From an optimization exercise on the open Yosys and OpenROAD flow, aimed at small area and a short achievable clock period; shortcuts taken in it are not production practice.
In this exercise RTL edits were held to simulation tests only and were not proved equivalent to the original.

==> flow/design.v, too long to show whole: its modules and the start of the top module <==
// module P_MUL: 8400 lines
// module pm_fa: 4 lines
// module pm_fa_fast: 6 lines
// module pm_maj3: 3 lines
// module pm_ha: 4 lines
// module pm_o22ai: 3 lines
// module pm_nor2: 3 lines
// module pm_or2: 3 lines
// module pm_xor2: 3 lines
// module pm_xnor2: 3 lines
// module pm_nand2: 3 lines
// module pm_a21oi: 3 lines
// module pm_o21ai: 3 lines
// module pm_inv: 3 lines
// module pm_padd: 690 lines
// module pm_fadd: 2064 lines
module P_MUL(
    in_1,
    in_2,
    in_3,
    in_valid,
    rst_n,
    clk,
    out_valid,
    out
);
  // ...
==> flow/flow/run.sh <==
#!/bin/bash
set -euo pipefail
export BUFFER_PORTS_ARGS="-buffer_cell sky130_fd_sc_hd__buf_1"
bash standard.sh > flow_make.log 2>&1
==> flow/standard.sh <==
#!/bin/bash
# synth_recipe.tcl (not shown) runs the flow's synth.tcl, then flattens the netlist and writes it again
# the make line also repeats each setting of config.mk as NAME=value (left out here)
make -C /OpenROAD-flow-scripts/flow DESIGN_CONFIG=/design/flow/config.mk WORK_HOME=/design/flow/orfs CLKGATE_MAP_FILE= SYNTH_SCRIPT=/design/flow/synth_recipe.tcl "${@:-finish}"
==> flow/config.mk <==
export PLATFORM = sky130hd
export DESIGN_NAME = P_MUL
export DESIGN_NICKNAME = P_MUL
export VERILOG_FILES = /design/flow/design.v
export SDC_FILE = /design/flow/constraint.sdc
export NUM_CORES = 4
export LEC_CHECK = 0
export CAP_MARGIN = 20
export CORE_MARGIN = 2
export CORE_UTILIZATION = 40
export SETUP_SLACK_MARGIN = 4.5
export SLEW_MARGIN = 20
export SYNTH_HIERARCHICAL = 1
==> flow/constraint.sdc <==
create_clock -name core_clock -period 8.0 [get_ports {clk}]
set_input_delay 1.6000 -clock core_clock [delete_from_list [all_inputs] [get_ports {clk}]]
set_output_delay 1.6000 -clock core_clock [all_outputs]
set_load 0.01 [all_outputs]
==> results.toml, run 1 <==
[placement]
place_area_um2 = 68900
portBuffers = 241

[outcome]
outcome = "no timing/DRC/antenna violations"

[cells_and_area]
filler_cell_count = 15054
multiInputGateArea_um2 = 51200
seq_share_pct = 17.8
inverters = 132
finalNonFillerCells = 9075
largest_reg_flops = 437
reg_top3 = "t_r: 437 flops, out: 96 flops, ns_r: 48 flops"

[route]
routed_wl_mm = 281
firstDrtPassIters = 9
vias_per_cell = 6.48

[cts]
cts_root_buffer = "clkbuf_16"

[synthesis]
postSynthAreaPerCell_um2 = 10.3
synth_flop_cell = "dfxtp_1"
synth_area_leaders = "fa_1 (26%), xor2_1 (25%), dfxtp_1 (20%), o22ai_1 (11%), maj3_2 (4.3%)"
yosys.area_share.adder_pct = 31.3
yosysMostFrequentCell = "xor2_1"
netlist_area_um2 = 65100
synthDistinctLibCells = 19
async_flop_share_pct = 0.457

[timing]
finalHoldViolations = 0
setup_viol_count_final = 0

[die]
die_w_um = 407
pin_count = 242

[setup_path]
cp_num_buf_inv = 1
cp-endpoint = "t_r[233]"
startpoint_type = "flip-flop"
crit_top_cell = "fa_1"

[global_route]
busiest_layer = "met2"
grt_start_max_net_pins = 50

[hold_path]
holdPathStages = 0
==> run 2, diff against run 1 <==
--- a/flow/config.mk
+++ b/flow/config.mk
@@ -11,3 +11,4 @@
 export SETUP_SLACK_MARGIN = 4.5
 export SLEW_MARGIN = 20
 export SYNTH_HIERARCHICAL = 1
+export TNS_END_PERCENT = 10
==> run 2 against run 1 <==
Still clean. Maximum frequency fell by 3.8%. Hold slack improved by 0.0055 ns. Die area did not move. Area after synthesis did not move. Count of clock-buffer cells in the layout rose by 14. Core utilization fell by 0.70 points. Largest cell class unchanged. Clock skew fell by 0.031 ns. Non-clock buffer count fell by 51. Critical endpoint is now t_r[293]. Sequential share of layout area rose by 0.25 points.
==> results.toml, run 2 <==
[route]
post-route-drc-count = 0
drtIter0Drc = 8369
drtAntennaViolNets = 0
firstDrtPassIters = 13
routed_wl_mm = 274
wire_per_inst_um = 30.4
vias_per_cell = 6.38
vias = 57532

[outcome]
outcome = "no timing/DRC/antenna violations"

[hold_path]
holdPathStages = 0
min-delay-path-class = "flip-flop to flip-flop"
hp-start = "v2"

[die]
die_area_um2 = 166000
core_area_um2 = 162000
initial_core_util_pct = 40.1
pin_count = 242
fp-row-count = 148
die_y_um = 407
die_w_um = 407

[placement]
portBuffers = 241
hpwl_mm = 154
place.gp.congestion = 0.925
place_area_um2 = 68900
placedCellCount = 8714

[cts]
numCtsBuffers = 83
holdBufCountCts = 0
cts.clk_slew.worst_paths_ns = 0.06
clk_path_buf_depth = 3
worstSkewPairLatency_ns = 0.75
htree_levels = 3
cts_root_buffer = "clkbuf_16"
clock_sinks = 657
cts_tree = "yes"

[cells_and_area]
finalNonFillerCells = 9021
fin_nets = 7812
top_register = "t_r"
filler_cell_count = 15134
final_common_cell = "xor2_1"
layout_common_cells = "xor2_1 (1834), o22ai_1 (1128), fa_1 (838), dfxtp_1 (528), nor2_1 (357)"
design_area_um2 = 74800
largest_reg_flops = 437
multiInputGateArea_um2 = 51300
area_growth_pct = 15.0
drive_gt1_share_pct = 15.7
reg_top3 = "t_r: 437 flops, out: 96 flops, ns_r: 48 flops"
final-seq-area_um2 = 13500

[synthesis]
synthDistinctLibCells = 19
postSynthAreaPerCell_um2 = 10.3
yosysMostFrequentCell = "xor2_1"
synth_flop_cell = "dfxtp_1"
ys_seq_area_share_pct = 20.2
netlist_area_um2 = 65100
async_flop_share_pct = 0.457
synth_top_area_share_pct = 25.8
synth_area_leader_cell = "fa_1"
yosysWarningCount = 7
ys_ff_latch = 657
synth_edf_count = 0
synth_commonest_cells = "xor2_1 (1885), o22ai_1 (1128), fa_1 (838)"
synth_area_leaders = "fa_1 (26%), xor2_1 (25%), dfxtp_1 (20%), o22ai_1 (11%), maj3_2 (4.3%)"
netlist_instances = 6307

[setup_path]
path_class = "flip-flop to flip-flop"
crit_top_cell = "fa_1"
critPathMaxFanout = 26
worst_setup_path_end_kind = "flip-flop"
cp_top_family = "adder cells"
startpoint_type = "flip-flop"
cp_data_arrival_time_ns = 4.32
startpoint = "ns_r[40]"
cp_num_buf_inv = 1
worst-path-stages = 7
crit_required_ns = 8.60
crit_slowest_cell = "dfxtp_4"
crit_path_max_incr_delay_ns = 0.89
path_cells = "buf_12, o22ai_1, xor2_1, fa_1, fa_1, fa_1, fa_1"
rr_worst_depth = 7
reg2reg_from = "ns_r[40]"

[timing]
fin_crit_ns = 3.71
fin_skew_ns = 0.0604
fmax_mhz = 269
slew_viol_final = 0
setup_viol_count_final = 0
finalHoldViolations = 0
period_share_pct = 46.4
rsz0062_at_grt = "true"
maxSlewHeadroom_pct = 17.2
finalSetupTns_ns = 0
worst_slew_pin_slew_ns = 1.24

[run]
drv_cap = 0

[global_route]
antenna_found_initial = 17
grtUsageTotal_pct = 31.5
grt-ovfl-total = 0
grt_start_max_net_pins = 50
first_global_vias = 59070
grt_pass1_wl_mm = 390
==> run 2: path summary, 6_finish.rpt <==
kind	to	slack [ns]
worst min register to register	out_valid	0.35
worst max-delay path	t_r[293]	4.29
worst min-delay path	out_valid	0.35
worst max register to register	t_r[293]	4.29
max in group asynchronous	out_valid	7.18
min in group asynchronous	v2	0.67
==> run 2: cell families after synthesis <==
| family | after synthesis | share of synthesized area (%) |
|---|---|---|
| xor+xnor | 2005 | 27.0 |
| buf+inv | 276 | 2.42 |
| compound gates | 1532 | 14.8 |
| other cells | 1 | 0.00576 |
| fa+ha+maj | 1150 | 31.3 |
| flops | 657 | 20.2 |
| simple gates | 686 | 4.21 |
==> run 2: timing repair <==
item                       4_1_cts  5_1_grt
resized for setup              181      145
pin swaps                       25       81
setup endpoints to repair      265      181
buffers inserted                80       64
==> run 2: cell type report <==
cell class / count / share of cell area [%]
antenna: 11 / 0.0368
clock buffer: 116 / 3.16
clock inverter: 36 / 0.642
inverter: 132 / 0.682
multi-input combinational: 5391 / 68.5
sequential: 657 / 18.1
tap: 2175 / 3.64
timing repair buffer: 503 / 5.23
==> run 2: Yosys stat by module, one instance, submodules excluded, a selection <==
module	area, um^2	times used
P_MUL	13900	1
pm_a21oi	8.76	151
pm_fa	20.0	838
pm_fadd	721	1
pm_ha	12.5	61
pm_inv	3.75	106
pm_maj3	11.3	251
pm_nor2	3.75	387
pm_o21ai	5.00	230
pm_o22ai	6.26	1128
pm_or2	6.26	20
pm_padd	360	1
pm_xnor2	8.76	97
pm_xor2	8.76	1885
==> run 2: worst register-to-register path: stages (launching register included) <==
cell and delay [ns]:
dfxtp_4 0.89, buf_12 0.37, o22ai_1 0.17, xor2_1 0.23, fa_1 0.48, fa_1 0.47
fa_1 0.57, fa_1 0.41
==> run 2: routing by layer <==
| metal | track usage [%] | part of all wire (%) | vias to the layer above |
|---|---|---|---|
| met5 | 0.460 | 0.15 | - |
| met4 | 20.9 | 8.7 | 30 |
| met3 | 12.9 | 15 | 1673 |
| met2 | 47.0 | 42 | 5116 |
| met1 | 37.2 | 35 | 27939 |
| li1 | - | - | 22774 |
==> run 2: stage by stage <==
| step | setup WS, ns | util, % | hold slack (ns) |
|---|---|---|---|
| floorplan | 4.38 | - | 0.331 |
| global placement | 3.52 | 42.5 | 0.338 |
| detailed placement | 3.52 | 42.5 | 0.342 |
| CTS | 4.28 | 45.3 | 0.354 |
| global route | 4.30 | 46.1 | 0.366 |
| finish | 4.29 | 46.1 | 0.350 |
==> run 3, diff against run 2 <==
--- a/flow/config.mk
+++ b/flow/config.mk
@@ -8,7 +8,6 @@
 export CAP_MARGIN = 20
 export CORE_MARGIN = 2
 export CORE_UTILIZATION = 40
-export SETUP_SLACK_MARGIN = 4.5
+export SETUP_SLACK_MARGIN = 5.0
 export SLEW_MARGIN = 20
 export SYNTH_HIERARCHICAL = 1
-export TNS_END_PERCENT = 10
==> run 3 against run 2 <==
The flow now stops in global routing (5_1_grt). Synthesized cell count did not move. Area after synthesis stayed put.
==> results.toml, run 3 <==
[die]
die_y_um = 407
pin_count = 242
fp-row-count = 148
die_w_um = 407
initial_core_util_pct = 40.1

[synthesis]
yosysMostFrequentCell = "xor2_1"
synth_top_area_share_pct = 25.8
synth_flop_cell = "dfxtp_1"
netlist_instances = 6307
synth_xor_area_share_pct = 27.0
synth_edf_count = 0
synth_commonest_cells = "xor2_1 (1885), o22ai_1 (1128), fa_1 (838)"
yosys.area_share.adder_pct = 31.3
netlist_area_um2 = 65100
synth_area_leaders = "fa_1 (26%), xor2_1 (25%), dfxtp_1 (20%), o22ai_1 (11%), maj3_2 (4.3%)"
synthMuxAreaShare_pct = 0
synth_area_leader_cell = "fa_1"
postSynthAreaPerCell_um2 = 10.3
synth_top_family_by_area = "adder cells"
async_flop_share_pct = 0.457
yosysWarningCount = 7
ys_seq_area_share_pct = 20.2
synth_compound_area_share_pct = 14.8
synthDistinctLibCells = 19
yosys.area_share.simple_pct = 4.21
ys_ff_latch = 657

[cts]
clk_path_buf_depth = 3
numCtsBuffers = 83
htree_levels = 3
cts_root_buffer = "clkbuf_16"
clock_sinks = 657

[placement]
place.gp.congestion = 0.940
hpwl_mm = 151
dpl_worst_slack_ns = 2.63
place_area_um2 = 69100
portBuffers = 241

[outcome]
stop_stage = "global routing (5_1_grt)"
firstError = "[ERROR GRT-0232] Routing congestion too high. Check the congestion heatmap in the GUI."
outcome = "stopped before the end"

[global_route]
grt_start_max_net_pins = 50
run 3: cell counts after synthesis:
Identical to the previous run, type by type.
run 3: what timing repair did:
action                     in CTS
cloned                         52
hold buffers                    0
setup endpoints to repair     356
pin swaps                     425
setup buffers                 572
resized for setup             914
run 3: cell families after synthesis:
group | count (synthesis)
xor gates and xnor gates | 2005
AOI/OAI and AO/OA | 1532
adders and majority gates | 1150
and+or+nand+nor | 686
DFF | 657
buffers and inverters | 276
other | 1
run 3: how the worst min path moves through the flow:
stage / startpoint / end / cells after the start
after floorplan: v2 / out_valid / 0
after global placement: v1 / v2 / 0
after detailed placement: v2 / out_valid / 0
after CTS: v2 / out_valid / 0
run 3: per-module statistics from Yosys, one instance, submodules excluded, a selection:
module	cells inside	flip-flops and latches	area, um^2
pm_fadd	96	0	721
pm_inv	1	0	3.75
pm_or2	1	0	6.26
P_MUL	777	657	13900
pm_padd	48	0	360
pm_o22ai	1	0	6.26
pm_fa	1	0	20.0
pm_nor2	1	0	3.75
pm_xnor2	1	0	8.76
pm_xor2	1	0	8.76
pm_ha	1	0	12.5
pm_maj3	1	0	11.3
pm_nand2	1	0	3.75
run 3: through the flow:
stage / std cells / hold WS, ns / util [%]
after CTS: 9451 / 0.358 / 52.3
after detailed placement: 8676 / 0.346 / 42.6
after global placement: 8676 / 0.336 / 42.6
after floorplan: 6324 / 0.331 / -

## re-timing with driven ports
In the flow no input, the clock included, has a driving cell. The finished layouts below were timed again as built, in two steps.
Step 1: set_driving_cell puts a clkbuf_16 on clk and a buf_2 on each other input, an assumption about the parent block.
Step 2, shift: input delay + t, output delay - t, t = (earliest + latest rising clock arrival at the registers) / 2. This alone moves slack from input paths to output paths.
a / b / c = no drivers / after step 1 / after step 2; a / b = the first two.
| run | shift t [ns] | slack for setup (ns) | clock arrival spread, ns |
|---|---|---|---|
| run 1 | 0.803 | 4.426 / 4.426 / 4.059 | 0.097 / 0.097 |
| run 2 | 0.803 | 4.286 / 4.286 / 4.001 | 0.064 / 0.064 |
After both steps setup and hold are still met in every run listed. For run 1, which loses most, drivers alone change the setup slack by 0.000 ns; drivers and shift together by -0.367 ns.
